This design comes from an exercise in tuning for small area and a short achievable clock period on the open sky130 flow, not from production work.
Where RTL was checked, it was by simulation tests only, not by an equivalence proof against the original.
Only the layout flow was run in run 1; the RTL was not checked for function there.

==> flow/design.v, too long to show whole: its modules and the start of the top module <==
// module full_adder: 9 lines
// module half_adder: 8 lines
// module DaddaKS_16bitMAC: 1702 lines
// module bxor: 3 lines
// module bxnor: 3 lines
// module band: 3 lines
// module bnor: 3 lines
// module bandn: 3 lines
// module bor: 3 lines
// module born: 3 lines
// module aoi21: 3 lines
// module oai21: 3 lines
// module nand2: 3 lines
// module nor2: 3 lines
module DaddaKS_16bitMAC(
    input [15:0] a,
    input [15:0] b,
    input clk,
    input rst,
    input cin,
    output reg [31:0] out,
    output cout
);
  // ...
==> flow/flow/run.sh <==
#!/bin/bash
# The standard layout (the standard.sh) with these ORFS settings on top of config.mk's:
#   SETUP_SLACK_MARGIN=7 'BUFFER_PORTS_ARGS=-buffer_cell sky130_fd_sc_hd__buf_1' 'CTS_ARGS=-sink_clustering_enable -repair_clock_nets -buf_list sky130_fd_sc_hd__clkbuf_8 -dont_use_dummy_load'
# and one extra step after global placement: downsize.tcl gives every cell the smallest
# drive strength that keeps the worst setup slack (area recovery; synthesis maps the
# one-gate modules to needlessly large cells).  Each tool's output is in its own log.
set -euo pipefail
bash standard.sh SETUP_SLACK_MARGIN=7 'BUFFER_PORTS_ARGS=-buffer_cell sky130_fd_sc_hd__buf_1' 'CTS_ARGS=-sink_clustering_enable -repair_clock_nets -buf_list sky130_fd_sc_hd__clkbuf_8 -dont_use_dummy_load' place > standard_place.log 2>&1
R=$PWD/orfs/results/sky130hd/DaddaKS_16bitMAC/base
DS_ODB=$R/3_place.odb DS_SDC=$R/3_place.sdc DS_TARGET=7.3 \
  DS_LIB=$FLOW_HOME/platforms/sky130hd/lib/sky130_fd_sc_hd__tt_025C_1v80.lib \
  DS_PLATFORM_DIR=$FLOW_HOME/platforms/sky130hd \
  openroad -no_init -exit flow/downsize.tcl > downsize.log 2>&1
bash standard.sh SETUP_SLACK_MARGIN=7 'BUFFER_PORTS_ARGS=-buffer_cell sky130_fd_sc_hd__buf_1' 'CTS_ARGS=-sink_clustering_enable -repair_clock_nets -buf_list sky130_fd_sc_hd__clkbuf_8 -dont_use_dummy_load' finish > standard_finish.log 2>&1
==> flow/flow/downsize.tcl <==
# Area recovery: give each cell the smallest drive strength of its kind that keeps the
# design's worst setup slack at least DS_TARGET (or the slack it had, if that is lower).
# Reads and rewrites the ODB given in DS_ODB; DS_SDC is its SDC.
read_db $::env(DS_ODB)
read_liberty $::env(DS_LIB)
read_sdc $::env(DS_SDC)
source $::env(DS_PLATFORM_DIR)/setRC.tcl
if {[info exists ::env(DS_PROP)] && $::env(DS_PROP)} { set_propagated_clock [all_clocks] }
estimate_parasitics -placement
set wns0 [sta::worst_slack -max]
set target [expr {min($wns0, $::env(DS_TARGET))}]
puts "downsize: worst slack $wns0, target $target"
set area0 0.0
set saved 0.0
set n 0
set insts [get_cells *]
foreach inst $insts {
  set m [get_property $inst ref_name]
  if {![regexp {^(sky130_fd_sc_hd__[a-z0-9]+)_([0-9]+)$} $m -> base size]} { continue }
  if {[string match *df* $base] || [string match *tap* $base] || [string match *conb* $base] || [string match *clkbuf* $base]} { continue }
  set cands {}
  foreach lc [get_lib_cells */${base}_*] {
    set nm [get_property $lc name]
    if {[regexp "^${base}_(\[0-9\]+)\$" $nm -> s2] && $s2 < $size} { lappend cands [list $s2 $nm] }
  }
  if {![llength $cands]} { continue }
  set cands [lsort -integer -index 0 $cands]
  foreach c $cands {
    set nm [lindex $c 1]
    replace_cell $inst $nm
    if {[sta::worst_slack -max] >= $target} {
      incr n
      puts "downsize: [get_full_name $inst] $m -> $nm"
      break
    }
    replace_cell $inst $m
  }
}
puts "downsize: resized $n cells, worst slack now [sta::worst_slack -max]"
report_design_area
write_db $::env(DS_ODB)
==> flow/standard.sh <==
#!/bin/bash
# synth_recipe.tcl (not shown) runs the flow's synth.tcl, then flattens the netlist and writes it again
# the make line also repeats each setting of config.mk as NAME=value (left out here)
make -C /OpenROAD-flow-scripts/flow DESIGN_CONFIG=/design/flow/config.mk WORK_HOME=/design/flow/orfs CLKGATE_MAP_FILE= SYNTH_SCRIPT=/design/flow/synth_recipe.tcl "${@:-finish}"
==> flow/config.mk <==
export PLATFORM = sky130hd
export DESIGN_NAME = DaddaKS_16bitMAC
export DESIGN_NICKNAME = DaddaKS_16bitMAC
export VERILOG_FILES = /design/flow/design.v
export SDC_FILE = /design/flow/constraint.sdc
export NUM_CORES = 4
export LEC_CHECK = 0
export CAP_MARGIN = 20
export CORE_MARGIN = 2
export CORE_UTILIZATION = 40
export CTS_BUF_LIST = sky130_fd_sc_hd__clkbuf_8
export SETUP_SLACK_MARGIN = 5
export SLEW_MARGIN = 20
export SYNTH_HIERARCHICAL = 1
==> flow/constraint.sdc <==
create_clock -name core_clock -period 17.0 [get_ports {clk}]
set_input_delay 3.4000 -clock core_clock [delete_from_list [all_inputs] [get_ports {clk}]]
set_output_delay 3.4000 -clock core_clock [all_outputs]
set_load 0.01 [all_outputs]
==> flow_summary.ini, run 1 <==
[status]
outcome = timing/DRC/antenna clean

[finish]
n_all_inverters = 34
largest_register = out
final-instance-count-excl-fill = 1132
nFillCells = 2117
antenna_cells = 0
layout_common_cells = 270 x nand2_1, 212 x fa_1, 41 x xor2_1, 41 x buf_1, 36 x nor2_1
final_common_cell = nand2_1
clockNetworkAreaShare_pct = 0.768

[setup_path]
r2r_start = out[14]
cp.required_ns = 13.60
crit_chain = buf_1 -> buf_6 -> buf_4 -> nand2_1 -> fa_1 -> fa_1 -> fa_1 -> fa_1 -> fa_1 -> xor2_1 -> a21oi_1 -> o21ai_0 -> a21oi_1 -> o21ai_4 -> a21oi_2 -> xnor2_1 -> buf_2
cp-end-kind = output port

[sta]
maxSlewHeadroom_pct = 44.3
slew_violations = 0
rsz0062_at_grt = true

[placed_design]
dpl_worst_slack_ns = 5.13
place_area_mm2 = 0.00863

[global_routing]
busiest_layer = met2
grt_use_total_pct = 20.9

[floorplanning]
chipWidth_um = 151
dieArea_mm2 = 0.0228

[synth]
synth_flop_cell = dfrtp_1
yosys.area.top_type = fa_1
synthSimpleGateAreaFrac_pct = 15.4
synth_common_cells = 256 x nand2_1, 225 x fa_1, 62 x buf_6
yosysMostFrequentCell = nand2_1
seq_area_frac_synth_pct = 9.27
synth_xor_area_share_pct = 8.11

[routing]
wl_met1_mm = 8.93
drt-pass1-iter-count = 5
wirelength_mm = 21.4
top_layer = met4
drt_iter0_drc = 290

[job]
drv_cap = 0

[worst_hold_path]
hp-start = out[0]

[clocking]
clk_pin_slew_ns = 0.08
cts_tree = done
==> inputs of run 2 (changes only) <==
--- a/flow/design.v
+++ b/flow/design.v
@@ -808,40 +808,53 @@
 wire p_9;
 wire g_9;
 wire p_10;
 wire g_10;
 wire p_11;
 wire g_11;
 wire p_12;
 wire g_12;
+wire t_12;
 wire p_13;
 wire g_13;
+wire t_13;
 wire p_14;
 wire g_14;
+wire t_14;
 wire p_15;
 wire g_15;
+wire t_15;
 wire p_16;
 wire g_16;
+wire t_16;
 wire p_17;
 wire g_17;
+wire t_17;
 wire p_18;
 wire g_18;
+wire t_18;
 wire p_19;
 wire g_19;
+wire t_19;
 wire p_20;
 wire g_20;
+wire t_20;
 wire p_21;
 wire g_21;
+wire t_21;
 wire p_22;
 wire g_22;
+wire t_22;
 wire p_23;
 wire g_23;
+wire t_23;
 wire p_24;
 wire g_24;
+wire t_24;
 wire p_25;
 wire g_25;
 wire p_26;
 wire g_26;
 wire p_27;
 wire g_27;
 wire p_28;
 wire g_28;
@@ -1538,40 +1551,53 @@
 bxor px9 (.a(c462), .b(s463), .y(p_9));
 bnor pg9 (.a(c462), .b(s463), .y(g_9));
 bxor px10 (.a(c464), .b(s465), .y(p_10));
 bnor pg10 (.a(c464), .b(s465), .y(g_10));
 bxor px11 (.a(c466), .b(s467), .y(p_11));
 bnor pg11 (.a(c466), .b(s467), .y(g_11));
 bxor px12 (.a(c468), .b(s469), .y(p_12));
 bnor pg12 (.a(c468), .b(s469), .y(g_12));
+nand2 pt12 (.a(c468), .b(s469), .y(t_12));
 bxor px13 (.a(c470), .b(s471), .y(p_13));
 bnor pg13 (.a(c470), .b(s471), .y(g_13));
+nand2 pt13 (.a(c470), .b(s471), .y(t_13));
 bxor px14 (.a(c472), .b(s473), .y(p_14));
 bnor pg14 (.a(c472), .b(s473), .y(g_14));
+nand2 pt14 (.a(c472), .b(s473), .y(t_14));
 bxor px15 (.a(c474), .b(s475), .y(p_15));
 bnor pg15 (.a(c474), .b(s475), .y(g_15));
+nand2 pt15 (.a(c474), .b(s475), .y(t_15));
 bxor px16 (.a(c476), .b(s477), .y(p_16));
 bnor pg16 (.a(c476), .b(s477), .y(g_16));
+nand2 pt16 (.a(c476), .b(s477), .y(t_16));
 bxor px17 (.a(c478), .b(s479), .y(p_17));
 bnor pg17 (.a(c478), .b(s479), .y(g_17));
+nand2 pt17 (.a(c478), .b(s479), .y(t_17));
 bxor px18 (.a(c480), .b(s481), .y(p_18));
 bnor pg18 (.a(c480), .b(s481), .y(g_18));
+nand2 pt18 (.a(c480), .b(s481), .y(t_18));
 bxor px19 (.a(c482), .b(s483), .y(p_19));
 bnor pg19 (.a(c482), .b(s483), .y(g_19));
+nand2 pt19 (.a(c482), .b(s483), .y(t_19));
 bxor px20 (.a(c484), .b(s485), .y(p_20));
 bnor pg20 (.a(c484), .b(s485), .y(g_20));
+nand2 pt20 (.a(c484), .b(s485), .y(t_20));
 bxor px21 (.a(c486), .b(s487), .y(p_21));
 bnor pg21 (.a(c486), .b(s487), .y(g_21));
+nand2 pt21 (.a(c486), .b(s487), .y(t_21));
 bxor px22 (.a(c488), .b(s489), .y(p_22));
 bnor pg22 (.a(c488), .b(s489), .y(g_22));
+nand2 pt22 (.a(c488), .b(s489), .y(t_22));
 bxor px23 (.a(c490), .b(s491), .y(p_23));
 bnor pg23 (.a(c490), .b(s491), .y(g_23));
+nand2 pt23 (.a(c490), .b(s491), .y(t_23));
 bxor px24 (.a(c492), .b(s493), .y(p_24));
 bnor pg24 (.a(c492), .b(s493), .y(g_24));
+nand2 pt24 (.a(c492), .b(s493), .y(t_24));
 bxor px25 (.a(c494), .b(s495), .y(p_25));
 bnor pg25 (.a(c494), .b(s495), .y(g_25));
 bxor px26 (.a(c496), .b(s497), .y(p_26));
 bnor pg26 (.a(c496), .b(s497), .y(g_26));
 bxor px27 (.a(c498), .b(s499), .y(p_27));
 bnor pg27 (.a(c498), .b(s499), .y(g_27));
 bxor px28 (.a(c500), .b(s501), .y(p_28));
 bnor pg28 (.a(c500), .b(s501), .y(g_28));
@@ -1589,30 +1615,30 @@
 aoi21 uG5_4_511 (.a(p_5), .b(g_4), .c(g_5), .y(G5_4_511));
 nand2 uP5_4_512 (.a(p_5), .b(p_4), .y(P5_4_512));
 aoi21 uG7_6_513 (.a(p_7), .b(g_6), .c(g_7), .y(G7_6_513));
 nand2 uP7_6_514 (.a(p_7), .b(p_6), .y(P7_6_514));
 aoi21 uG9_8_515 (.a(p_9), .b(g_8), .c(g_9), .y(G9_8_515));
 nand2 uP9_8_516 (.a(p_9), .b(p_8), .y(P9_8_516));
 aoi21 uG11_10_517 (.a(p_11), .b(g_10), .c(g_11), .y(G11_10_517));
 nand2 uP11_10_518 (.a(p_11), .b(p_10), .y(P11_10_518));
-aoi21 uG13_12_519 (.a(p_13), .b(g_12), .c(g_13), .y(G13_12_519));
-nand2 uP13_12_520 (.a(p_13), .b(p_12), .y(P13_12_520));
-aoi21 uG15_14_521 (.a(p_15), .b(g_14), .c(g_15), .y(G15_14_521));
-nand2 uP15_14_522 (.a(p_15), .b(p_14), .y(P15_14_522));
-aoi21 uG17_16_523 (.a(p_17), .b(g_16), .c(g_17), .y(G17_16_523));
-nand2 uP17_16_524 (.a(p_17), .b(p_16), .y(P17_16_524));
-aoi21 uG19_18_525 (.a(p_19), .b(g_18), .c(g_19), .y(G19_18_525));
-nand2 uP19_18_526 (.a(p_19), .b(p_18), .y(P19_18_526));
-aoi21 uG21_20_527 (.a(p_21), .b(g_20), .c(g_21), .y(G21_20_527));
-nand2 uP21_20_528 (.a(p_21), .b(p_20), .y(P21_20_528));
-aoi21 uG23_22_529 (.a(p_23), .b(g_22), .c(g_23), .y(G23_22_529));
-nand2 uP23_22_530 (.a(p_23), .b(p_22), .y(P23_22_530));
+aoi21 uG13_12_519 (.a(t_13), .b(g_12), .c(g_13), .y(G13_12_519));
+nand2 uP13_12_520 (.a(t_13), .b(t_12), .y(P13_12_520));
+aoi21 uG15_14_521 (.a(t_15), .b(g_14), .c(g_15), .y(G15_14_521));
+nand2 uP15_14_522 (.a(t_15), .b(t_14), .y(P15_14_522));
+aoi21 uG17_16_523 (.a(t_17), .b(g_16), .c(g_17), .y(G17_16_523));
+nand2 uP17_16_524 (.a(t_17), .b(t_16), .y(P17_16_524));
+aoi21 uG19_18_525 (.a(t_19), .b(g_18), .c(g_19), .y(G19_18_525));
+nand2 uP19_18_526 (.a(t_19), .b(t_18), .y(P19_18_526));
+aoi21 uG21_20_527 (.a(t_21), .b(g_20), .c(g_21), .y(G21_20_527));
+nand2 uP21_20_528 (.a(t_21), .b(t_20), .y(P21_20_528));
+aoi21 uG23_22_529 (.a(t_23), .b(g_22), .c(g_23), .y(G23_22_529));
+nand2 uP23_22_530 (.a(t_23), .b(t_22), .y(P23_22_530));
 aoi21 uG25_24_531 (.a(p_25), .b(g_24), .c(g_25), .y(G25_24_531));
-nand2 uP25_24_532 (.a(p_25), .b(p_24), .y(P25_24_532));
+nand2 uP25_24_532 (.a(p_25), .b(t_24), .y(P25_24_532));
 aoi21 uG27_26_533 (.a(p_27), .b(g_26), .c(g_27), .y(G27_26_533));
 nand2 uP27_26_534 (.a(p_27), .b(p_26), .y(P27_26_534));
 aoi21 uG29_28_535 (.a(p_29), .b(g_28), .c(g_29), .y(G29_28_535));
 nand2 uP29_28_536 (.a(p_29), .b(p_28), .y(P29_28_536));
 aoi21 uG31_30_537 (.a(p_31), .b(g_30), .c(g_31), .y(G31_30_537));
 nand2 uP31_30_538 (.a(p_31), .b(p_30), .y(P31_30_538));
 oai21 uG3_0_539 (.a(P3_2_510), .b(G1_0_508), .c(G3_2_509), .y(G3_0_539));
 oai21 uG7_4_540 (.a(P7_6_514), .b(G5_4_511), .c(G7_6_513), .y(G7_4_540));
@@ -1659,24 +1685,24 @@
 assign gi581 = ~G1_0_508;
 aoi21 uG2_0_582 (.a(p_2), .b(gi581), .c(g_2), .y(G2_0_582));
 aoi21 uG4_0_583 (.a(p_4), .b(G3_0_539), .c(g_4), .y(G4_0_583));
 aoi21 uG6_0_584 (.a(p_6), .b(G5_0_572), .c(g_6), .y(G6_0_584));
 assign gi585 = ~G7_0_554;
 aoi21 uG8_0_586 (.a(p_8), .b(gi585), .c(g_8), .y(G8_0_586));
 aoi21 uG10_0_587 (.a(p_10), .b(G9_0_573), .c(g_10), .y(G10_0_587));
 assign gi588 = ~G11_0_568;
-aoi21 uG12_0_589 (.a(p_12), .b(gi588), .c(g_12), .y(G12_0_589));
-aoi21 uG14_0_590 (.a(p_14), .b(G13_0_574), .c(g_14), .y(G14_0_590));
-aoi21 uG16_0_591 (.a(p_16), .b(G15_0_561), .c(g_16), .y(G16_0_591));
-aoi21 uG18_0_592 (.a(p_18), .b(G17_0_576), .c(g_18), .y(G18_0_592));
+aoi21 uG12_0_589 (.a(t_12), .b(gi588), .c(g_12), .y(G12_0_589));
+aoi21 uG14_0_590 (.a(t_14), .b(G13_0_574), .c(g_14), .y(G14_0_590));
+aoi21 uG16_0_591 (.a(t_16), .b(G15_0_561), .c(g_16), .y(G16_0_591));
+aoi21 uG18_0_592 (.a(t_18), .b(G17_0_576), .c(g_18), .y(G18_0_592));
 assign gi593 = ~G19_0_569;
-aoi21 uG20_0_594 (.a(p_20), .b(gi593), .c(g_20), .y(G20_0_594));
-aoi21 uG22_0_595 (.a(p_22), .b(G21_0_577), .c(g_22), .y(G22_0_595));
-aoi21 uG24_0_596 (.a(p_24), .b(G23_0_566), .c(g_24), .y(G24_0_596));
+aoi21 uG20_0_594 (.a(t_20), .b(gi593), .c(g_20), .y(G20_0_594));
+aoi21 uG22_0_595 (.a(t_22), .b(G21_0_577), .c(g_22), .y(G22_0_595));
+aoi21 uG24_0_596 (.a(t_24), .b(G23_0_566), .c(g_24), .y(G24_0_596));
 aoi21 uG26_0_597 (.a(p_26), .b(G25_0_579), .c(g_26), .y(G26_0_597));
 assign gi598 = ~G27_0_570;
 aoi21 uG28_0_599 (.a(p_28), .b(gi598), .c(g_28), .y(G28_0_599));
 aoi21 uG30_0_600 (.a(p_30), .b(G29_0_580), .c(g_30), .y(G30_0_600));
 assign sum_0 = p_0;
 bxor sx1 (.a(p_1), .b(g_0), .y(sum_1));
 bxnor sx2 (.a(p_2), .b(G1_0_508), .y(sum_2));
 bxnor sx3 (.a(p_3), .b(G2_0_582), .y(sum_3));
==> flow_summary.ini, run 2 <==
[finish]
largest_register = out
ff_latch_area_um2 = 801
final_common_cell = nand2_1
largest_reg_flops = 32
multiInputGateArea_mm2 = 0.00686
area_growth_pct = 1.78
antenna_cells = 0
layout-drive-gt1-share_pct = 7.82
reg_top3 = out (32)
layout.nets = 1132
layout_common_cells = 287 x nand2_1, 223 x fa_1, 47 x xor2_1, 39 x buf_1, 38 x nor2_1
nFillCells = 2083

[placed_design]
dpl.hpwl_mm = 17.0
place_congestion = 0.854
port_buffers = 67

[synth]
yosysWarnings = 7
netlist_area_mm2 = 0.00866
seq_area_frac_synth_pct = 9.24
yosys.area.top_type = fa_1
yosys.cell_types.count = 17
syn_nets = 1096
yosysMostFrequentCell = nand2_1
netlist_top_cells_area = fa_1 52%, nand2_1 12%, dfrtp_1 9.2%, buf_6 8.1%, xor2_1 4.8%
synthCells = 836
synth_edf_count = 0
synth_common_cells = 278 x nand2_1, 225 x fa_1, 62 x buf_6
synth_flop_cell = dfrtp_1
synth_top_cell_area_share_pct = 52.0
ys_seq_elements = 32
async_reset_ff_share_pct = 100
avgSynthCellArea_um2 = 10.4

[worst_hold_path]
holdCritPathClass = register to register
hold_path_depth = 2
hp-start = out[0]
worstHoldEndpoint = out[0]

[floorplanning]
dieArea_mm2 = 0.0228
core_mm2 = 0.0212
pin_count = 68
placementRows = 53
die_h_um = 151
start_util_pct = 40.9
chipWidth_um = 151

[clocking]
cts_hold_buf = 0
cts_buffers = 5
htreeDepth = 2
clockBufferDepth = 2
clk_latency_ns = 0.32
cts_tree = done
cts_sinks = 32
clk_pin_slew_ns = 0.07
root_buffer = clkbuf_8

[sta]
slew_violations = 0
setup_violations = 0
whs_ns = 0.668
period_share_pct = 65.2
maxSlewHeadroom_pct = 45.3
period_minus_slack_ns = 11.08
fmax_ghz = 0.0903
tns_ns = 0
report.final.hold_viol_count = 0
clock_skew_ns = 0.00871
rsz0062_at_grt = true
tightestPinTransition_ns = 0.812

[routing]
vias = 5838
wirelength_mm = 21.8
postRouteAntennaNets = 0
wl_per_cell_um = 19.0
drc = 0
vias_per_cell = 5.10
drt-pass1-iter-count = 6
drt_iter0_drc = 402

[global_routing]
use_met2_pct = 34.1
grt_util_met1_pct = 27.7
grt_overflow = 0
first_global_vias = 6361
grt_max_degree = 33
grt_use_total_pct = 20.8
busiest_layer = met2
grt_pass1_wl_mm = 35.4
gr-usage-met3_pct = 3.46
antenna_found_initial = 0

[setup_path]
path_buf_inv = 3
critPathKind = input port to output port
cp-start-kind = input port
crit_chain = buf_1 -> buf_6 -> nand2_1 -> fa_1 -> fa_1 -> fa_1 -> fa_2 -> fa_1 -> fa_1 -> nand2_2 -> a21oi_2 -> o21ai_0 -> a21oi_1 -> o21ai_4 -> a21oi_2 -> xnor2_1 -> buf_2
crit_family = adder cells
arrival_ns = 7.68
cp_slowest_cell = fa_1
r2r_cells = 19
r2r_start = out[14]
cp_max_fo = 8
cpMostUsedCell = fa_1
timing.rr.end = out[31]
cp-end-kind = output port
cp.required_ns = 13.60
max_stage_delay_ns = 0.61
reg2reg_slack_ns = 11.10

[job]
drv_cap = 0

[status]
outcome = timing/DRC/antenna clean
[run 2: changes by cell type after synthesis]
cell	previous run	this run
nand2_2	19	10
buf_8	0	1
nand2_1	256	278
buf_12	2	1
[run 2: logic make-up after synthesis]
logic type	count (synthesis)	synth area share [%]
xor+xnor	80	8.09
flops	32	9.24
buf+inv	98	9.94
fa+ha+maj	225	52.0
other cells	1	0.0433
simple gates	343	15.7
compound gates	57	4.98
[run 2: final cells by class]
cell class	instances	share of cell area, %
repair buffers	93	7.00
multi-input cells	706	77.8
flip-flops and latches	32	9.08
well taps	275	3.90
inverters	34	1.45
clock buffers	5	0.781
[run 2: modules after synthesis (local to each module, per instance)]
module,cells inside,copies in the design,area (µm²)
nand2,1,32,3.75
aoi21,1,39,8.76
nor2,1,8,3.75
bxor,1,47,8.76
DaddaKS_16bitMAC,387,1,2650
bor,1,10,6.26
full_adder,1,225,20.0
bnor,1,31,3.75
bxnor,1,33,8.76
oai21,1,18,5.00
bandn,1,1,13.8
born,1,5,6.26
[run 2: tightest hold or removal path, cell delays in order (launching register included)]
cell and delay [ns]:
dfrtp_1 0.39, xnor2_1 0.17, xor2_1 0.08
[run 2: worst max-delay path by stage]
| stage | start | end | slack [ns] | depth (start not counted) |
|---|---|---|---|---|
| 6_report | b[14] | cout | 5.92 | 17 |
| 5_1_grt | b[14] | cout | 5.75 | 17 |
| 4_1_cts | a[0] | cout | 5.97 | 17 |
| 3_5_place_dp | a[1] | cout | 5.34 | 16 |
| 3_3_place_gp | a[1] | cout | 5.38 | 16 |
| 2_1_floorplan | a[0] | out[31] | 8.94 | 20 |
[run 2: stage by stage]
stage	worst slack [ns]	utilization, %	cells	cell area [µm²]
6_report	5.92	41.7	1145	8820
3_5_place_dp	5.34	40.6	1120	8590
4_1_cts	5.97	41.4	1141	8750
3_3_place_gp	5.38	40.6	1120	8590
2_1_floorplan	8.94	-	836	8690
5_1_grt	5.75	41.7	1145	8820
[run 2: what timing repair did]
item | 4_1_cts | 5_1_grt
endpoints found under the setup margin | 1 | 1
setup buffers | 16 | 3
gates resized for setup | 125 | 5
pin swaps | 1 | 4
endpoints found under the hold margin | 0 | 0
[run 2: metal layers]
layer  up-vias  wire (µm)
li1       2552          -
met1      3025       8830
met2       215      10900
met3        46       1300
met4         0        820
met5         -          0
==> inputs of run 3 (changes only) <==
==> flow/flow/run.sh (replaced) <==
#!/bin/bash
# The standard layout (the standard.sh) with these ORFS settings on top of config.mk's:
#   SETUP_SLACK_MARGIN=6 'BUFFER_PORTS_ARGS=-buffer_cell sky130_fd_sc_hd__buf_1' 'CTS_ARGS=-sink_clustering_enable -repair_clock_nets -buf_list sky130_fd_sc_hd__clkbuf_8 -dont_use_dummy_load'
# and one extra step after global placement: downsize.tcl gives every cell the smallest
# drive strength that keeps the worst setup slack (area recovery; synthesis maps the
# one-gate modules to needlessly large cells).  Each tool's output is in its own log.
set -euo pipefail
bash standard.sh SETUP_SLACK_MARGIN=6 'BUFFER_PORTS_ARGS=-buffer_cell sky130_fd_sc_hd__buf_1' 'CTS_ARGS=-sink_clustering_enable -repair_clock_nets -buf_list sky130_fd_sc_hd__clkbuf_8 -dont_use_dummy_load' place > standard_place.log 2>&1
R=$PWD/orfs/results/sky130hd/DaddaKS_16bitMAC/base
DS_ODB=$R/3_place.odb DS_SDC=$R/3_place.sdc DS_TARGET=6.3 \
  DS_LIB=$FLOW_HOME/platforms/sky130hd/lib/sky130_fd_sc_hd__tt_025C_1v80.lib \
  DS_PLATFORM_DIR=$FLOW_HOME/platforms/sky130hd \
  openroad -no_init -exit flow/downsize.tcl > downsize.log 2>&1
bash standard.sh SETUP_SLACK_MARGIN=6 'BUFFER_PORTS_ARGS=-buffer_cell sky130_fd_sc_hd__buf_1' 'CTS_ARGS=-sink_clustering_enable -repair_clock_nets -buf_list sky130_fd_sc_hd__clkbuf_8 -dont_use_dummy_load' finish > standard_finish.log 2>&1
--- a/flow/config.mk
+++ b/flow/config.mk
@@ -8,6 +8,5 @@
 export CAP_MARGIN = 20
 export CORE_MARGIN = 2
-export CORE_UTILIZATION = 40
-export CTS_BUF_LIST = sky130_fd_sc_hd__clkbuf_8
+export CORE_UTILIZATION = 55
 export SETUP_SLACK_MARGIN = 5
 export SLEW_MARGIN = 20
==> flow_summary.ini, run 3 <==
[clocking]
cts_sinks = 32
cts_tree = done
clk_pin_slew_ns = 0.07
htreeDepth = 2
clk_latency_ns = 0.32
clockBufferDepth = 2
cts_buffers = 5
root_buffer = clkbuf_8

[global_routing]
gr-usage-met3_pct = 3.72
grt_overflow = 0
grt_pass1_wl_mm = 35.3
grt_use_total_pct = 28.1
grt_util_met1_pct = 36.8
antenna_found_initial = 0
grt_max_degree = 33
use_met2_pct = 48.0
first_global_vias = 6579
busiest_layer = met2

[synth]
synth_common_cells = 278 x nand2_1, 225 x fa_1, 62 x buf_6
netlist_top_cells_area = fa_1 52%, nand2_1 12%, dfrtp_1 9.2%, buf_6 8.1%, xor2_1 4.8%
syn_nets = 1096
yosys.area.top_type = fa_1
async_reset_ff_share_pct = 100
synth_edf_count = 0
ys_seq_elements = 32
avgSynthCellArea_um2 = 10.4
seq_area_frac_synth_pct = 9.24
yosys.cell_types.count = 17
yosysMostFrequentCell = nand2_1
synthCells = 836
yosysWarnings = 7
synth_flop_cell = dfrtp_1
synth_top_cell_area_share_pct = 52.0
netlist_area_mm2 = 0.00866

[routing]
vias = 5830
vias_per_cell = 5.42
postRouteAntennaNets = 0
drt_iter0_drc = 361
wirelength_mm = 21.0
wl_per_cell_um = 19.6
drt-pass1-iter-count = 5
drc = 0

[setup_path]
cp-start-kind = input port
crit_chain = buf_1 -> buf_6 -> nand2_1 -> fa_1 -> fa_1 -> fa_1 -> fa_2 -> fa_2 -> fa_1 -> nand2_1 -> nand2_1 -> nor2_2 -> nand2_1 -> o21ai_4 -> a21oi_2 -> xnor2_1 -> buf_2
cp-end-kind = output port
max_stage_delay_ns = 0.54
cp.required_ns = 13.60
cp_max_fo = 5
arrival_ns = 7.60
critPathKind = input port to output port
cp_slowest_cell = fa_1

[sta]
maxSlewHeadroom_pct = 45.9
rsz0062_at_grt = true
tightestPinTransition_ns = 0.811
report.final.hold_viol_count = 0
clock_skew_ns = 0.0147
fmax_ghz = 0.0909
tns_ns = 0
period_share_pct = 64.7
fin_ws_ns = 6.00
slew_violations = 0
period_minus_slack_ns = 11.00
setup_violations = 0

[placed_design]
dpl_worst_slack_ns = 4.78
port_buffers = 67
place_congestion = 0.896
placed_cells = 1059
dpl.hpwl_mm = 16.8
place_area_mm2 = 0.00851

[finish]
layout-drive-gt1-share_pct = 9.38
final_core_util_pct = 57.4
area_growth_pct = 1.49
layout_common_cells = 285 x nand2_1, 214 x fa_1, 46 x xor2_1, 42 x buf_1, 34 x inv_1
nFillCells = 1389
layout.nets = 1126
reg_top3 = out (32)
largest_register = out
final_common_cell = nand2_1
multiInputGateArea_mm2 = 0.00696
final-instance-count-excl-fill = 1075
largest_reg_flops = 32
antenna_cells = 0
ff_latch_area_um2 = 801
fin_area_mm2 = 0.00879

[floorplanning]
start_util_pct = 56.6
chipWidth_um = 129
pin_count = 68
placementRows = 45
dieArea_mm2 = 0.0168
core_mm2 = 0.0153
die_h_um = 129

[status]
outcome = timing/DRC/antenna clean

[job]
drv_cap = 0

[worst_hold_path]
holdCritPathClass = register to register
==> run 3: worst max-delay path: cells and delay by family <==
kind | cells | cell delay, ns
fa+ha+maj | 6 | 2.84
buf+inv | 3 | 0.37
xor+xnor | 1 | 0.15
simple gates | 5 | 0.48
compound gates | 2 | 0.34
==> run 3: logic make-up (layout without fill, tap and decap cells) <==
group | after synthesis | in the layout | share of synthesized area (%)
other | 1 | 1 | 0.0433
AND/OR/NAND/NOR | 343 | 343 | 15.7
flip-flops | 32 | 32 | 9.24
AO/OA/AOI/OAI | 57 | 57 | 4.98
adder cells (fa/ha/maj) | 225 | 225 | 52.0
buffers and inverters | 98 | 126 | 9.94
XOR/XNOR | 80 | 80 | 8.09
==> run 3: worst paths after layout <==
| check | slack, ns | depth (start not counted) | to | from |
|---|---|---|---|---|
| max | 6.00 | 17 | cout | b[14] |
| min reg2reg | 0.67 | 2 | out[0] | out[0] |
| max in group asynchronous | 13.34 | 4 | out[17] | rst |
| min in group asynchronous | 3.17 | 3 | out[12] | rst |
| min | 0.67 | 2 | out[0] | out[0] |
| max reg2reg | 11.03 | 20 | out[31] | out[14] |
==> run 3: layer usage <==
metal  part of all wire [%]  wire length [µm]
met4                    3.8               801
met1                     39              8310
met3                    4.2               875
met5                      0                 0
met2                     53             11100
==> run 3: through the flow <==
stage / hold WS, ns
after floorplan: 0.676
after CTS: 0.672
after detailed placement: 0.654
final: 0.675
after global placement: 0.637
after global routing: 0.713
==> run 3: timing repair <==
action	CTS	global route
buffers inserted	9	1
endpoints found under the hold margin	0	0
cloned	0	0
pin swaps	16	15
endpoints found under the setup margin	1	1
gates resized for setup	135	27
hold buffers	0	0
==> run 3: layout make-up <==
type                            instances  share of cell area (%)
Inverter                               34                    1.45
Clock buffer                            5                   0.783
Multi-Input combinational cell        706                    79.1
Tap cell                              211                    3.00
Timing Repair Buffer                   87                    6.53
Sequential cell                        32                    9.11
==> run 3: Yosys stat by module (local to each module, per instance) <==
module | cell area (µm²) | flops+latches | copies in the design | cells inside
DaddaKS_16bitMAC | 2650 | 32 | 1 | 387
bxnor | 8.76 | 0 | 33 | 1
bor | 6.26 | 0 | 10 | 1
bandn | 13.8 | 0 | 1 | 1
aoi21 | 8.76 | 0 | 39 | 1
bnor | 3.75 | 0 | 31 | 1
oai21 | 5.00 | 0 | 18 | 1
born | 6.26 | 0 | 5 | 1
full_adder | 20.0 | 0 | 225 | 1
nor2 | 3.75 | 0 | 8 | 1
nand2 | 3.75 | 0 | 32 | 1
bxor | 8.76 | 0 | 47 | 1
==> inputs of run 4 (changes only) <==
--- a/flow/config.mk
+++ b/flow/config.mk
@@ -8,5 +8,6 @@
 export CAP_MARGIN = 20
 export CORE_MARGIN = 2
-export CORE_UTILIZATION = 55
+export CORE_UTILIZATION = 40
+export PLACE_DENSITY = 0.75
 export SETUP_SLACK_MARGIN = 5
 export SLEW_MARGIN = 20
==> flow_summary.ini, run 4 <==
[status]
outcome = timing/DRC/antenna clean

[routing]
met3_length_mm = 1.67
drt-pass1-iter-count = 6
wirelength_mm = 22.0
drc = 0
vias = 6113
wl_met2_mm = 11.3
top_layer = met4
vias_per_cell = 5.32
drt_iter0_drc = 561
postRouteAntennaNets = 0
wl_met1_mm = 8.15
wl_per_cell_um = 19.1

[setup_path]
crit_chain = buf_12 -> nand2_2 -> fa_1 -> fa_1 -> fa_1 -> fa_2 -> fa_1 -> fa_2 -> nand2_4 -> a21oi_4 -> o21ai_2 -> a21oi_2 -> o21ai_2 -> a21oi_2 -> xnor2_1 -> buf_2
max_stage_delay_ns = 0.60
r2r_start = out[14]
cp-start-kind = input port
path_buf_inv = 2
reg2reg_slack_ns = 11.05
cpMostUsedCell = fa_1
cp.required_ns = 13.60
cp_slowest_cell = fa_2
critPathKind = input port to output port
cp-end-kind = output port
cp_max_fo = 16
startpoint = a[2]
arrival_ns = 7.53
crit_family = adder cells

[synth]
async_reset_ff_share_pct = 100
seq_area_frac_synth_pct = 9.24
synth_edf_count = 0
synth_flop_cell = dfrtp_1
synth_top_cell_area_share_pct = 52.0
avgSynthCellArea_um2 = 10.4
netlist_area_mm2 = 0.00866
syn_nets = 1096
synthCells = 836
yosysWarnings = 7
yosys.area.top_type = fa_1
ys_seq_elements = 32
yosysMostFrequentCell = nand2_1
yosys.cell_types.count = 17
netlist_top_cells_area = fa_1 52%, nand2_1 12%, dfrtp_1 9.2%, buf_6 8.1%, xor2_1 4.8%
synth_common_cells = 278 x nand2_1, 225 x fa_1, 62 x buf_6

[sta]
period_share_pct = 64.3
fmax_ghz = 0.0915
setup_violations = 0
maxSlewHeadroom_pct = 40.5
tns_ns = 0
rsz0062_at_grt = true
report.final.hold_viol_count = 0
clock_skew_ns = 0.0148
slew_violations = 0
period_minus_slack_ns = 10.93
tightestPinTransition_ns = 0.883

[clocking]
root_buffer = clkbuf_8
htreeDepth = 2
cts_hold_buf = 0
clk_pin_slew_ns = 0.09
clk_latency_ns = 0.32
cts_sinks = 32
cts_tree = done
cts_buffers = 5
clockBufferDepth = 2

[finish]
final_common_cell = nand2_1
reg_top3 = out (32)
layout-drive-gt1-share_pct = 11.4
antenna_cells = 0
layout.nets = 1136
area_growth_pct = 5.10
fin_area_mm2 = 0.00910
nFillCells = 2017
multiInputGateArea_mm2 = 0.00695
largest_reg_flops = 32
layout_common_cells = 283 x nand2_1, 212 x fa_1, 46 x xor2_1, 37 x buf_1, 34 x inv_1
ff_latch_area_um2 = 801
largest_register = out

[floorplanning]
core_mm2 = 0.0212
die_h_um = 151
chipWidth_um = 151
pin_count = 68
placementRows = 53
dieArea_mm2 = 0.0228
start_util_pct = 40.9

[global_routing]
first_global_vias = 6750
antenna_found_initial = 0
grt_overflow = 0
grt_use_total_pct = 20.4
grt_pass1_wl_mm = 35.3
grt_max_degree = 33

[worst_hold_path]
holdCritPathClass = register to register
hp-start = out[0]

[job]
drv_cap = 0

[placed_design]
place_congestion = 0.875
dpl.hpwl_mm = 17.1
port_buffers = 67
place_area_mm2 = 0.00855
-- run 4: changes by cell type in the layout (fill, tap and decap cells not counted), sizes merged --
cell,previous run,this run
clkbuf,10,6
buf,82,96
-- run 4: path summary, 6_finish.rpt --
check	cells after the start	endpoint
max	16	cout
min	2	out[0]
max reg2reg	19	out[31]
max in group asynchronous	4	out[18]
min in group asynchronous	3	out[7]
min reg2reg	2	out[0]
-- run 4: timing repair --
item / 4_1_cts / 5_1_grt
setup endpoints to repair: 1 / 1
gates resized for setup: 131 / 57
setup buffers: 4 / 20
cloned: 0 / 1
pin swaps: 6 / 26
-- run 4: Yosys stat by module, one instance, submodules excluded --
module / flops+latches / times used
DaddaKS_16bitMAC: 32 / 1
aoi21: 0 / 39
bandn: 0 / 1
bnor: 0 / 31
bor: 0 / 10
born: 0 / 5
bxnor: 0 / 33
bxor: 0 / 47
full_adder: 0 / 225
nand2: 0 / 32
nor2: 0 / 8
oai21: 0 / 18
-- run 4: cell families (layout without fill, tap and decap cells) --
logic type | count (synthesis) | after routing | synth area share (%)
adder cells (fa/ha/maj) | 225 | 225 | 52.0
flip-flops | 32 | 32 | 9.24
XOR/XNOR | 80 | 80 | 8.09
AND/OR/NAND/NOR | 343 | 343 | 15.7
buffers and inverters | 98 | 136 | 9.94
other | 1 | 1 | 0.0433
AO/OA/AOI/OAI | 57 | 57 | 4.98
-- run 4: area by class of cell --
type	count	share of cell area [%]
multi-input combinational	706	76.4
timing repair buffer	97	8.91
tap	275	3.78
clock buffer	5	0.756
sequential	32	8.80
inverter	34	1.40
-- run 4: stage by stage --
step	cells	utilization [%]	hold slack, ns	setup WS, ns
global route	1149	43.0	0.696	5.93
detailed placement	1118	40.4	0.649	5.06
global placement	1118	40.4	0.643	5.14
finish	1149	43.0	0.662	6.07
floorplan	836	-	0.676	6.12
CTS	1127	41.0	0.666	6.00
-- run 4: per-layer routing --
layer / GRT usage (%) / vias to the layer above
met5: 0 / -
met4: 7.66 / 0
met2: 35.2 / 335
li1: - / 2554
met3: 3.80 / 63
met1: 25.6 / 3161
-- run 4: tightest hold or removal path: stages (launching register included) --
cell     delay [ns]
dfrtp_1        0.38
xnor2_1        0.17
xor2_1         0.08
==> inputs of run 5 (changes only) <==
--- a/flow/config.mk
+++ b/flow/config.mk
@@ -9,5 +9,5 @@
 export CORE_MARGIN = 2
 export CORE_UTILIZATION = 40
-export PLACE_DENSITY = 0.75
+export PLACE_DENSITY = 0.9
 export SETUP_SLACK_MARGIN = 5
 export SLEW_MARGIN = 20
==> flow_summary.ini, run 5 <==
[routing]
drc = 0
drt-pass1-iter-count = 5
postRouteAntennaNets = 0
drt_iter0_drc = 732
wl_per_cell_um = 19.8
vias_per_cell = 5.48
vias = 6370
wirelength_mm = 23.1

[clocking]
cts_sinks = 32
clk_pin_slew_ns = 0.08
cts_tree = done
clk_latency_ns = 0.34
root_buffer = clkbuf_8
cts_hold_buf = 0
htreeDepth = 2
clockBufferDepth = 2
cts_buffers = 5

[sta]
period_share_pct = 64.6
fmax_ghz = 0.0910
period_minus_slack_ns = 10.98
tns_ns = 0
clock_skew_ns = 0.0255
report.final.hold_viol_count = 0
tightestPinTransition_ns = 0.871
rsz0062_at_grt = true
maxSlewHeadroom_pct = 41.4
setup_violations = 0
slew_violations = 0

[finish]
final_common_cell = nand2_1
layout-drive-gt1-share_pct = 13.8
largest_register = out
largest_reg_flops = 32
layout.nets = 1149
reg_top3 = out (32)
layout_common_cells = 275 x nand2_1, 208 x fa_1, 46 x xor2_1, 40 x buf_4, 37 x buf_1
area_growth_pct = 6.80

[synth]
synth-compound-area-share_pct = 4.98
yosysWarnings = 7
synth_flop_cell = dfrtp_1
synthCells = 836
yosys-mux-area-fraction_pct = 0
netlist_area_mm2 = 0.00866
synth_edf_count = 0
seq_area_frac_synth_pct = 9.24
synth_common_cells = 278 x nand2_1, 225 x fa_1, 62 x buf_6
synth_top_cell_area_share_pct = 52.0
syn_nets = 1096
netlist_top_cells_area = fa_1 52%, nand2_1 12%, dfrtp_1 9.2%, buf_6 8.1%, xor2_1 4.8%
synth_xor_area_share_pct = 8.09
async_reset_ff_share_pct = 100
yosys.area.top_type = fa_1
avgSynthCellArea_um2 = 10.4
yosysMostFrequentCell = nand2_1
yosys.cell_types.count = 17
ys_seq_elements = 32
synthSimpleGateAreaFrac_pct = 15.7
synth_top_family_by_area = adder cells
synthAdderAreaFrac_pct = 52.0

[floorplanning]
placementRows = 53
pin_count = 68
die_h_um = 151
core_mm2 = 0.0212
start_util_pct = 40.9
chipWidth_um = 151
dieArea_mm2 = 0.0228

[global_routing]
grt_max_degree = 33
busiest_layer = met2
grt_util_met1_pct = 25.0
grt_use_total_pct = 20.8
antenna_found_initial = 1
grt_overflow = 0
gr-usage-met3_pct = 4.55
grt_pass1_wl_mm = 35.6
use_met2_pct = 34.6
first_global_vias = 6876

[worst_hold_path]
hold_path_depth = 2
holdCritPathClass = register to register

[setup_path]
cp-start-kind = input port
crit_end = cout
cp_max_fo = 9
r2r_cells = 20
startpoint = b[11]
cp-end-kind = output port
reg2reg_slack_ns = 11.12
r2r_start = out[14]
critPathKind = input port to output port
cp.required_ns = 13.60
timing.rr.end = out[31]
arrival_ns = 7.58

[placed_design]
port_buffers = 67
place_congestion = 0.890
dpl.hpwl_mm = 17.6

[status]
outcome = timing/DRC/antenna clean

[job]
drv_cap = 0
[run 5: cell counts after synthesis]
No cell type changed its count.
[run 5: cell families (layout without fill, tap and decap cells)]
| group | Yosys count | after routing |
|---|---|---|
| fa+ha+maj | 225 | 225 |
| xor+xnor | 80 | 80 |
| buf+inv | 98 | 149 |
| simple gates | 343 | 343 |
| flops | 32 | 32 |
| other cells | 1 | 2 |
| compound gates | 57 | 57 |
[run 5: worst min path at each step]
stage	startpoint	end	slack (ns)
after floorplan	out[0]	out[0]	0.68
after global placement	out[0]	out[0]	0.64
after detailed placement	out[0]	out[0]	0.65
after CTS	out[0]	out[0]	0.67
after global routing	out[0]	out[0]	0.73
final	out[31]	out[31]	0.67
[run 5: modules after synthesis (local to each module, per instance)]
module / copies in the design / cell area, µm²
born: 5 / 6.26
bnor: 31 / 3.75
oai21: 18 / 5.00
DaddaKS_16bitMAC: 1 / 2650
nor2: 8 / 3.75
nand2: 32 / 3.75
bandn: 1 / 13.8
full_adder: 225 / 20.0
bxor: 47 / 8.76
aoi21: 39 / 8.76
bor: 10 / 6.26
bxnor: 33 / 8.76
[run 5: critical path, stage by stage]
cell and delay, ns:
buf_12 0.11, buf_4 0.15, nand2_1 0.07, fa_1 0.38, fa_1 0.52, fa_1 0.43
fa_1 0.51, fa_1 0.44, fa_1 0.57, nand2_1 0.13, a21oi_2 0.20, o21ai_4 0.09
a21oi_2 0.15, o21ai_1 0.08, a21oi_2 0.14, xnor2_1 0.07, buf_2 0.14
[run 5: cell type report]
| cell class | instances | area (µm²) |
|---|---|---|
| Antenna cell | 1 | 2.50 |
| Clock buffer | 5 | 68.8 |
| Fill cell | 1891 | 11900 |
| Inverter | 34 | 128 |
| Multi-Input combinational cell | 706 | 7000 |
| Sequential cell | 32 | 801 |
| Tap cell | 275 | 344 |
| Timing Repair Buffer | 110 | 905 |
[run 5: routing by layer]
layer | part of all wire (%) | vias to the layer above
met2 | 51 | 424
met3 | 9.5 | 131
met4 | 6.4 | 0
li1 | - | 2587
met5 | 0 | -
met1 | 33 | 3228
[run 5: what timing repair did]
action | 4_1_cts | 5_1_grt
endpoints found under the hold margin | 0 | 0
buffers inserted | 3 | 35
gates cloned | 0 | 0
endpoints found under the setup margin | 1 | 1
gates resized for setup | 126 | 72
pin swaps | 8 | 30
[run 5: metrics by stage]
step,setup WS (ns),hold slack (ns),cells,util (%),instance area (µm²)
after floorplan,6.12,0.676,836,-,8660
after global placement,5.21,0.640,1118,40.4,8550
after detailed placement,5.17,0.649,1118,40.4,8550
after CTS,5.96,0.666,1126,41.0,8680
after global routing,5.90,0.729,1163,43.7,9250
final,6.02,0.670,1163,43.7,9250
==> inputs of run 6 (changes only) <==
--- a/flow/config.mk
+++ b/flow/config.mk
@@ -9,5 +9,5 @@
 export CORE_MARGIN = 2
 export CORE_UTILIZATION = 40
-export PLACE_DENSITY = 0.9
+export CTS_BUF_LIST = sky130_fd_sc_hd__clkbuf_8
 export SETUP_SLACK_MARGIN = 5
 export SLEW_MARGIN = 20
==> flow_summary.ini, run 6 <==
[setup_path]
arrival_ns = 7.49
cp-start-kind = input port
cp.required_ns = 13.60
cp_max_fo = 7
r2r_cells = 18
critPathKind = input port to output port
cp-end-kind = output port

[placed_design]
port_buffers = 67
dpl_worst_slack_ns = 5.02
dpl.hpwl_mm = 17.3
place_congestion = 0.877

[finish]
layout-drive-gt1-share_pct = 8.57
reg_top3 = out (32)
antenna_cells = 0
area_growth_pct = 1.99
largest_reg_flops = 32
layout_common_cells = 285 x nand2_1, 215 x fa_1, 45 x xor2_1, 43 x buf_1, 36 x nor2_1
largest_register = out
layout.nets = 1125
final_common_cell = nand2_1

[sta]
maxSlewHeadroom_pct = 50.1
fmax_ghz = 0.0918
whs_ns = 0.663
tns_ns = 0
report.final.hold_viol_count = 0
period_minus_slack_ns = 10.89
slew_violations = 0
setup_violations = 0
rsz0062_at_grt = true
clock_skew_ns = 0.00309
period_share_pct = 64.1
fin_ws_ns = 6.11
tightestPinTransition_ns = 0.741

[synth]
avgSynthCellArea_um2 = 10.4
ys_seq_elements = 32
syn_nets = 1096
yosysMostFrequentCell = nand2_1
synth_common_cells = 278 x nand2_1, 225 x fa_1, 62 x buf_6
synth_flop_cell = dfrtp_1
yosys.cell_types.count = 17
synth_edf_count = 0
synthCells = 836
async_reset_ff_share_pct = 100
seq_area_frac_synth_pct = 9.24
synth_top_cell_area_share_pct = 52.0
netlist_area_mm2 = 0.00866
yosysWarnings = 7
netlist_top_cells_area = fa_1 52%, nand2_1 12%, dfrtp_1 9.2%, buf_6 8.1%, xor2_1 4.8%
yosys.area.top_type = fa_1

[floorplanning]
start_util_pct = 40.9
placementRows = 53
die_h_um = 151
dieArea_mm2 = 0.0228
chipWidth_um = 151
pin_count = 68
core_mm2 = 0.0212

[clocking]
cts_tree = done
clk_latency_ns = 0.32
cts_buffers = 5
htreeDepth = 2
cts_sinks = 32
cts_hold_buf = 0
root_buffer = clkbuf_8
clockBufferDepth = 2
clk_pin_slew_ns = 0.08

[global_routing]
antenna_found_initial = 0
grt_use_total_pct = 20.7
grt_overflow = 0
grt_max_degree = 33
grt_pass1_wl_mm = 35.2
first_global_vias = 6389

[routing]
wl_per_cell_um = 18.9
postRouteAntennaNets = 0
vias = 5790
drc = 0
drt-pass1-iter-count = 5
drt_iter0_drc = 419
wirelength_mm = 21.6
vias_per_cell = 5.09

[worst_hold_path]
hold_path_depth = 2
holdCritPathClass = register to register

[job]
drv_cap = 0

[status]
outcome = timing/DRC/antenna clean
==> run 6: changes by cell type in the layout (fill, tap and decap cells not counted), moves of 8 or more <==
cell,change
buf_12,-9
buf_4,-28
buf_6,+8
nand2_1,+10
==> run 6: per-module statistics from Yosys, one instance, submodules excluded, a selection <==
module / flip-flops and latches / times used / cell area, µm² / cells
aoi21: 0 / 39 / 8.76 / 1
bnor: 0 / 31 / 3.75 / 1
bor: 0 / 10 / 6.26 / 1
bxnor: 0 / 33 / 8.76 / 1
bxor: 0 / 47 / 8.76 / 1
full_adder: 0 / 225 / 20.0 / 1
==> run 6: cell families (layout without fill, tap and decap cells) <==
group | after synthesis | count (layout) | share of synthesized area [%]
buffers and inverters | 98 | 125 | 9.94
other | 1 | 1 | 0.0433
flip-flops | 32 | 32 | 9.24
XOR/XNOR | 80 | 80 | 8.09
adder cells (fa/ha/maj) | 225 | 225 | 52.0
AND/OR/NAND/NOR | 343 | 343 | 15.7
AO/OA/AOI/OAI | 57 | 57 | 4.98
==> run 6: what timing repair did <==
action	in CTS	in global routing
gates resized for setup	131	38
endpoints found under the setup margin	1	1
pin swaps	4	12
setup buffers	6	2
==> run 6: final timing paths <==
| check | to | slack [ns] | startpoint |
|---|---|---|---|
| setup / recovery | cout | 6.11 | b[14] |
| hold / removal | out[0] | 0.66 | out[0] |
| setup reg to reg | out[31] | 11.42 | out[14] |
| hold reg to reg | out[0] | 0.66 | out[0] |
| max in group asynchronous | out[21] | 13.40 | rst |
| min in group asynchronous | out[13] | 3.13 | rst |
==> run 6: per-stage QoR <==
stage          std cells  utilization (%)  cell area (µm²)
3_3_place_gp        1124             40.7             8600
6_report            1138             41.8             8830
2_1_floorplan        836                -             8660
5_1_grt             1138             41.8             8830
4_1_cts             1135             41.0             8680
3_5_place_dp        1124             40.7             8600
==> run 6: layout make-up <==
class	count	area [µm²]
Fill cell	2088	12300
Multi-Input combinational cell	706	6930
Sequential cell	32	801
Timing Repair Buffer	86	562
Tap cell	275	344
Inverter	34	128
Clock buffer	5	68.8
==> run 6: worst max-delay path, cell delays in order <==
cell	delay, ns
buf_1	0.09
buf_6	0.14
nand2_1	0.07
fa_1	0.45
fa_1	0.51
fa_1	0.43
fa_2	0.35
fa_1	0.50
fa_1	0.44
nand2_1	0.11
nand2_1	0.08
nor2_2	0.14
nand2_2	0.08
o21ai_4	0.31
a21oi_2	0.10
xnor2_1	0.13
buf_2	0.14
==> run 6: per-layer routing <==
metal | GRT usage [%] | vias up | part of all wire [%]
met5 | 0 | - | 0
li1 | - | 2531 | -
met3 | 3.04 | 49 | 5.7
met2 | 34.4 | 212 | 50
met4 | 6.36 | 0 | 3.4
met1 | 28.3 | 2998 | 41

-- static timing again, ports no longer ideal --
How much do the figures lean on ideal ports? The routed layouts below were timed once more, with nothing changed but the port constraints.
Step 1 assumes that a clkbuf_16 drives the clock port and a buf_2 every other input.
Step 2 also shifts input and output timing later by t, the mid clock arrival at the registers, as if the neighbouring blocks saw the same clock.
Three values: no drivers, after step 1, after step 2; two values: the first two.
run | t (ns) | setup slack, ns | clock arrival spread, ns | worst register clock-pin slew, ns
run 1 | 0.353 | 5.950 / 5.892 / 5.892 | 0.007 / 0.006 | 0.08 / 0.08
run 2 | 0.350 | 5.923 / 5.896 / 5.896 | 0.008 / 0.009 | 0.08 / 0.08
run 3 | 0.351 | 5.997 / 5.954 / 5.954 | 0.014 / 0.015 | 0.08 / 0.08
run 4 | 0.350 | 6.068 / 5.979 / 5.979 | 0.015 / 0.014 | 0.09 / 0.09
run 5 | 0.368 | 6.016 / 5.944 / 5.944 | 0.026 / 0.025 | 0.09 / 0.09
run 6 | 0.359 | 6.109 / 6.065 / 6.065 | 0.003 / 0.003 | 0.09 / 0.09
After both steps every run listed still meets setup and hold. The setup slack of run 4, which loses most, moves by -0.089 ns with the drivers and by -0.089 ns with both steps.
